Context: an optimization exercise on an open-source flow, tuned for small area, a short achievable clock period and few clock cycles. The choices shown serve that exercise and are no tape-out recipe. Function was checked by simulation only, so behaviour that the tests miss may differ from the original.

<file path="design/flow/design.v">
module alu (
  input      [2:0]  sel,
  input      [31:0] a,
  input      [31:0] b,
  input      [4:0]  shamt,
  output reg [31:0] y
);
  localparam ADD = 3'd0, SUB = 3'd1, XOR = 3'd2, MUL = 3'd3, SLL = 3'd4, LUI = 3'd5;
  always @(*) begin
    case (sel)
      ADD:     y = a + b;
      SUB:     y = a - b;
      XOR:     y = a ^ b;
      MUL:     y = a * b;
      SLL:     y = b << shamt;
      LUI:     y = {b[15:0], 16'd0};
      default: y = a + b;
    endcase
  end
endmodule
module regfile (
  input             clk,
  input      [4:0]  ra1,
  input      [4:0]  ra2,
  output     [31:0] rd1,
  output     [31:0] rd2,
  input             we,
  input      [4:0]  wa,
  input      [31:0] wd
);
  reg [31:0] regs [1:31];
  always @(posedge clk) begin
    if (we && wa != 5'd0)
      regs[wa] <= wd;
  end
  assign rd1 = (ra1 == 5'd0) ? 32'd0 : (we && wa == ra1) ? wd : regs[ra1];
  assign rd2 = (ra2 == 5'd0) ? 32'd0 : (we && wa == ra2) ? wd : regs[ra2];
endmodule
module mips_cpu (
  input         clk,
  input         reset,
  output [31:0] imem_addr,
  input  [31:0] imem_rdata,
  output [31:0] dmem_addr,
  output [31:0] dmem_wdata,
  output        dmem_we,
  output        dmem_re,
  input  [31:0] dmem_rdata
);
  localparam OP_R    = 6'b000000;
  localparam OP_J    = 6'b000010;
  localparam OP_BEQ  = 6'b000100;
  localparam OP_BNE  = 6'b000101;
  localparam OP_ADDI = 6'b001000;
  localparam OP_LUI  = 6'b001111;
  localparam OP_LW   = 6'b100011;
  localparam OP_SW   = 6'b101011;
  localparam F_SLL   = 6'b000000;
  localparam F_MULTU = 6'b011001;
  localparam F_ADD   = 6'b100000;
  localparam F_ADDU  = 6'b100001;
  localparam F_SUB   = 6'b100010;
  localparam F_SUBU  = 6'b100011;
  localparam F_XOR   = 6'b100110;
  localparam ALU_ADD = 3'd0, ALU_SUB = 3'd1, ALU_XOR = 3'd2, ALU_MUL = 3'd3,
             ALU_SLL = 3'd4, ALU_LUI = 3'd5;
  reg  [31:0] pc;
  assign imem_addr = pc;
  reg         id_valid;
  reg  [31:0] id_inst;
  reg  [31:0] id_pc;
  reg         ex_valid;
  reg  [31:0] ex_pc;
  reg  [4:0]  ex_rs, ex_rt, ex_dest;
  reg  [31:0] ex_rs_val, ex_rt_val, ex_imm;
  reg  [4:0]  ex_shamt;
  reg  [2:0]  ex_alu;
  reg         ex_use_imm, ex_is_lw, ex_is_sw, ex_is_beq, ex_is_bne;
  reg         mem_valid;
  reg  [4:0]  mem_dest;
  reg  [31:0] mem_result, mem_sdata;
  reg         mem_is_lw, mem_is_sw;
  reg         wb_wen;
  reg  [4:0]  wb_dest;
  reg  [31:0] wb_val;
  wire [5:0]  op    = id_inst[31:26];
  wire [4:0]  rs    = id_inst[25:21];
  wire [4:0]  rt    = id_inst[20:16];
  wire [4:0]  rd    = id_inst[15:11];
  wire [5:0]  funct = id_inst[5:0];
  wire is_r    = (op == OP_R);
  wire r_ok    = is_r & (funct == F_ADD | funct == F_ADDU | funct == F_SUB |
                         funct == F_SUBU | funct == F_XOR | funct == F_MULTU |
                         funct == F_SLL);
  wire is_addi = (op == OP_ADDI);
  wire is_lui  = (op == OP_LUI);
  wire is_lw   = (op == OP_LW);
  wire is_sw   = (op == OP_SW);
  wire is_beq  = (op == OP_BEQ);
  wire is_bne  = (op == OP_BNE);
  wire is_j    = (op == OP_J);
  wire use_rs  = (r_ok & funct != F_SLL) | is_addi | is_lw | is_sw | is_beq | is_bne;
  wire use_rt  = r_ok | is_sw | is_beq | is_bne;
  wire [4:0] dest = r_ok ? rd : (is_addi | is_lui | is_lw) ? rt : 5'd0;
  reg [2:0] alu_sel;
  always @(*) begin
    alu_sel = ALU_ADD;
    if (r_ok) begin
      case (funct)
        F_SUB, F_SUBU: alu_sel = ALU_SUB;
        F_XOR:         alu_sel = ALU_XOR;
        F_MULTU:       alu_sel = ALU_MUL;
        F_SLL:         alu_sel = ALU_SLL;
        default:       alu_sel = ALU_ADD;
      endcase
    end else if (is_lui)
      alu_sel = ALU_LUI;
  end
  wire [31:0] simm = {{16{id_inst[15]}}, id_inst[15:0]};
  wire [31:0] rf_rs, rf_rt;
  regfile REG (
    .clk(clk),
    .ra1(rs), .ra2(rt), .rd1(rf_rs), .rd2(rf_rt),
    .we(wb_wen), .wa(wb_dest), .wd(wb_val)
  );
  wire stall = id_valid & ex_valid & ex_is_lw & (ex_dest != 5'd0) &
               ((use_rs & rs == ex_dest) | (use_rt & rt == ex_dest));
  wire fwd_mem_rs = mem_valid & (mem_dest != 5'd0) & (mem_dest == ex_rs);
  wire fwd_mem_rt = mem_valid & (mem_dest != 5'd0) & (mem_dest == ex_rt);
  wire fwd_wb_rs  = wb_wen & (wb_dest == ex_rs);
  wire fwd_wb_rt  = wb_wen & (wb_dest == ex_rt);
  wire [31:0] a = fwd_mem_rs ? mem_result : fwd_wb_rs ? wb_val : ex_rs_val;
  wire [31:0] b = fwd_mem_rt ? mem_result : fwd_wb_rt ? wb_val : ex_rt_val;
  wire [31:0] alu_y;
  alu ALU (
    .sel(ex_alu), .a(a), .b(ex_use_imm ? ex_imm : b), .shamt(ex_shamt), .y(alu_y)
  );
  wire        br_taken  = ex_valid & ((ex_is_beq & (a == b)) | (ex_is_bne & (a != b)));
  wire [31:0] br_target = ex_pc + 32'd4 + {ex_imm[29:0], 2'b00};
  wire        id_jump   = id_valid & is_j;
  wire [31:0] j_target  = {id_pc[31:28], id_inst[25:0], 2'b00};
  assign dmem_addr  = mem_result;
  assign dmem_wdata = mem_sdata;
  assign dmem_we    = mem_valid & mem_is_sw;
  assign dmem_re    = mem_valid & mem_is_lw;
  always @(posedge clk) begin
    if (reset) begin
      pc        <= 32'd0;
      id_valid  <= 1'b0;
      ex_valid  <= 1'b0;
      mem_valid <= 1'b0;
      wb_wen    <= 1'b0;
    end else begin
      if (br_taken) begin
        pc       <= br_target;
        id_valid <= 1'b0;
      end else if (stall) begin
        pc       <= pc;
      end else if (id_jump) begin
        pc       <= j_target;
        id_valid <= 1'b0;
      end else begin
        pc       <= pc + 32'd4;
        id_valid <= 1'b1;
      end
      ex_valid  <= id_valid & ~br_taken & ~stall;
      mem_valid <= ex_valid;
      wb_wen    <= mem_valid & (mem_dest != 5'd0);
    end
    if (!br_taken && !stall && !id_jump) begin
      id_inst <= imem_rdata;
      id_pc   <= pc;
    end
    ex_pc      <= id_pc;
    ex_rs      <= rs;
    ex_rt      <= rt;
    ex_dest    <= dest;
    ex_rs_val  <= rf_rs;
    ex_rt_val  <= rf_rt;
    ex_imm     <= simm;
    ex_shamt   <= id_inst[10:6];
    ex_alu     <= alu_sel;
    ex_use_imm <= is_addi | is_lw | is_sw | is_lui;
    ex_is_lw   <= is_lw;
    ex_is_sw   <= is_sw;
    ex_is_beq  <= is_beq;
    ex_is_bne  <= is_bne;
    mem_dest   <= ex_dest;
    mem_result <= alu_y;
    mem_sdata  <= b;
    mem_is_lw  <= ex_is_lw;
    mem_is_sw  <= ex_is_sw;
    wb_dest    <= mem_dest;
    wb_val     <= mem_is_lw ? dmem_rdata : mem_result;
  end
endmodule
</file>
<file path="design/flow/run.sh">
#!/bin/bash
# synth_recipe.tcl (not shown) runs the flow's synth.tcl, then flattens the netlist and writes it again
# the make line also repeats each setting of config.mk as NAME=value (left out here)
make -C /OpenROAD-flow-scripts/flow DESIGN_CONFIG=/design/flow/config.mk WORK_HOME=/design/flow/orfs CLKGATE_MAP_FILE= SYNTH_SCRIPT=/design/flow/synth_recipe.tcl finish
</file>
<file path="design/flow/config.mk">
export PLATFORM = sky130hd
export DESIGN_NAME = mips_cpu
export DESIGN_NICKNAME = mips_cpu
export VERILOG_FILES = /design/flow/design.v
export SDC_FILE = /design/flow/constraint.sdc
export NUM_CORES = 4
export LEC_CHECK = 0
export CAP_MARGIN = 20
export CORE_MARGIN = 2
export CORE_UTILIZATION = 40
export SLEW_MARGIN = 20
</file>
<file path="design/flow/constraint.sdc">
create_clock -name core_clock -period 11.5 [get_ports {clk}]
set_input_delay 2.3000 -clock core_clock [delete_from_list [all_inputs] [get_ports {clk}]]
set_output_delay 2.3000 -clock core_clock [all_outputs]
set_load 0.01 [all_outputs]
</file>
==> run summary <==
layer usage:
layer | track usage [%] | part of all wire (%) | vias up
met3 | 5.31 | 8.8 | 651
met4 | 14.1 | 5.9 | 8
li1 | - | - | 23000
met1 | 35.4 | 38 | 28600
met2 | 43.2 | 47 | 2916
met5 | 0 | 0.015 | -
worst max-delay path by stage:
stage                           from        endpoint  slack, ps  depth (start not counted)
after global placement    wb_dest[3]  mem_result[30]       1290                         29
final                     wb_dest[3]  mem_result[31]       1070                         30
after detailed placement  wb_dest[3]  mem_result[30]       1170                         30
after floorplan           wb_dest[1]  mem_result[30]       2460                         32
after global routing      wb_dest[3]  mem_result[31]        790                         30
after CTS                 wb_dest[3]  mem_result[30]       1160                         29
placed cells by master, fill, tap and decap left out, drive strengths merged, types with 14 or more instances in the layout:
cell type      Yosys  final
a221o             20     20
fa               410    410
nand2b            32     32
a311oi            14     14
o211ai            15     15
a31oi             55     55
edfxtp          1056   1056
inv              447    455
clkdlybuf4s50      0    163
nand3             82     82
nand4             17     17
or2               15     15
nor4              25     25
o21ai            146    146
mux2i            203    203
a21o              40     40
and2              51     51
xor2              61     61
nand2            306    306
o221ai            32     32
a21oi            272    272
a221oi            20     20
mux2              48     48
o22ai             29     29
o21a              20     20
nor2             644    644
ha               229    229
clkbuf           315    186
mux4             594    594
nor2b             17     17
xnor2            176    176
buf               93    222
clkinv            12     62
o21bai            14     14
and3              20     20
nor3              69     69
a211oi            89     89
dfxtp            279    279
bufinv             0     14
state kept, by name, indices dropped and copies added (netlist names), 3 cells and up:
name        flops
REG.regs      992
wb_dest         5
ex_pc          32
ex_dest         5
ex_rs_val      32
mem_dest        5
pc             32
ex_rt_val      32
id_pc          32
mem_result     32
ex_imm         12
ex_alu          3
ex_rt           5
mem_sdata      32
wb_val         32
id_inst        32
ex_rs           5
ex_shamt        4
final cells by class:
type	instances	area (um^2)
Antenna cell	6	15.0
Clock buffer	186	3920
Clock inverter	77	981
Fill cell	17800	110000
Inverter	459	1720
Multi-Input combinational cell	3912	41000
Sequential cell	1335	37300
Tap cell	2672	3340
Timing Repair Buffer	385	3420
cells by family (layout without fill, tap and decap cells):
kind of cell / count (synthesis) / count (layout) / share of synthesized area [%]
other cells: 0 / 6 / 0
compound gates: 849 / 849 / 6.78
mux: 845 / 845 / 19.6
xor+xnor: 245 / 245 / 2.77
fa+ha+maj: 639 / 639 / 13.6
simple gates: 1334 / 1334 / 7.22
flops: 1335 / 1335 / 45.9
buf+inv: 867 / 1107 / 4.08
through the flow:
step	cell area [um^2]	worst slack, ps	hold WS (ps)	std cells
floorplan	81300	2460	310	6114
CTS	91700	1160	328	9026
global placement	86800	1290	317	8763
finish	91700	1070	327	9032
global route	91700	791	334	9027
detailed placement	86800	1170	315	8763
==> qor.yml <==
yosys:
  yosysSeqAreaShare_pct: 45.9
  synth_edf_count: 1056
  synthCells: 6114
  synthTopCellsByCount: "edfxtp_1, nor2_1, mux4_2"
  yosys.area.top_type: "edfxtp_1"
  synthesis.nets: 6819
  synth_cell_types: 87
  synth.ff_latch_count: 1335
  yosysTopAreaCellShare_pct: 39.0
  yosys_warnings: 3
  synth.most_common_cell: "edfxtp_1"
  synthFlopType: "edfxtp_1"
  avgSynthCellArea_um2: 13.3
  netlist_area_um2: 81300
  synthTopCellsByArea: "edfxtp_1, mux4_2, fa_1"
  synthArstFlopShare_pct: 0
clocking:
  cts_buffers: 144
  hold_buffers: 0
  clkSlewWorstSetupHoldPaths_ps: 70
  root_buffer: "clkbuf_16"
  cts_sinks: 1335
  cts_setup_buffers: 0
  htree_levels: 4
  clock_latency_ps: 800
  clockBufferDepth: 3
  post_cts_resized: 0
  tritoncts: "yes"
setup_path:
  worstPathRequired_ps: 12160
  critical_path.max_fanout: 13
  arrival_ps: 11080
  crit_type: "reg -> reg"
  crit_family: "adder cells"
  start_kind: "flip-flop"
  crit_slowest_cell: "dfxtp_1"
  cp_num_buf_inv: 4
  reg2regPathDepth: 30
  crit_path_end_kind: "flip-flop"
  regToRegSetupSlack_ps: 1070
  r2r_end: "mem_result[31]"
  crit_path_max_incr_delay_ps: 610
  crit_top_cell: "fa_1"
  r2r-start: "wb_dest[3]"
min_path:
  hold_depth: 0
  min_path_type: "reg -> reg"
  worstHoldEndpoint: "mem_is_sw"
  hp-start: "ex_is_sw"
grt:
  first_global_vias: 55400
  grt_max_degree: 124
  grt_usage_pct: 27.2
  grt_pass1_wl_mm: 402
  grt_overflow: 0
  antenna_found_initial: 16
floorplanning:
  die_w_um: 455
  design.core.area_um2: 202000
  initial_core_util_pct: 40.2
  rows: 165
  pin_count: 164
  die_height_um: 455
  dieArea_um2: 207000
timing:
  tns_ps: 0
  maxSlewViolCount: 0
  layout_min_cycle_time_ps: 10430
  worst_pin_slew_ps: 1190
  slew_headroom_pct: 20.4
  grt_setup_unrepaired: "false"
  final-setup-viol-count: 0
  fin_crit_sh_pct: 90.7
  finalHoldViolCount: 0
  fin_worst_skew_ps: 64.5
  fmax_mhz: 95.9
final_layout:
  utilization_pct: 45.4
  layout-area-overhead-vs-synth_pct: 12.9
  final_layout_size_suffix_gt1_share_pct: 18.8
  nets: 6942
drt:
  postRouteAntennaNets: 0
  drc: 0
  drt_iter0_drc: 6564
  drt_first_pass_iters: 6
  wl_per_cell_um: 31.2
  num_vias: 55100
  avgViaCountPerCell: 6.10
  wl_mm: 282
flow_run:
  drv_cap: 0
outcome:
  status: "complete, no violations"
placement:
  port_buffers: 163
  place_congestion: 0.988
  dp_hpwl_mm: 187
Testbench counts, summed over its fixed seeds: cycles 73,176.

==> re-timing with driven ports <==
The results above use ideal ports. As a check the final layout listed here was re-extracted and re-timed, cells and wires unchanged.
Step 1 sets driving cells, clkbuf_16 on the clock port and buf_2 on the other inputs (assumed; they add their load-dependent delay and slew).
Step 2 moves the port delays by t, midway between the first and last clock arrival at a register: inputs arrive t later, outputs are due t later. That takes back most of the time a late clock gives input paths.
Slacks: ideal / step 1 / step 2; pairs: ideal / step 1.
t (ns): 0.849
setup slack, ns: 1.072 / 1.072 / 1.072
worst hold slack (ns): 0.327 / 0.327 / 0.327
latest minus earliest clock arrival (ns): 0.065 / 0.065
pins driven straight from the clock port: 1
After both steps this run still meets setup and hold. For this run, drivers alone change the setup slack by 0.000 ns; drivers and shift together by 0.000 ns.
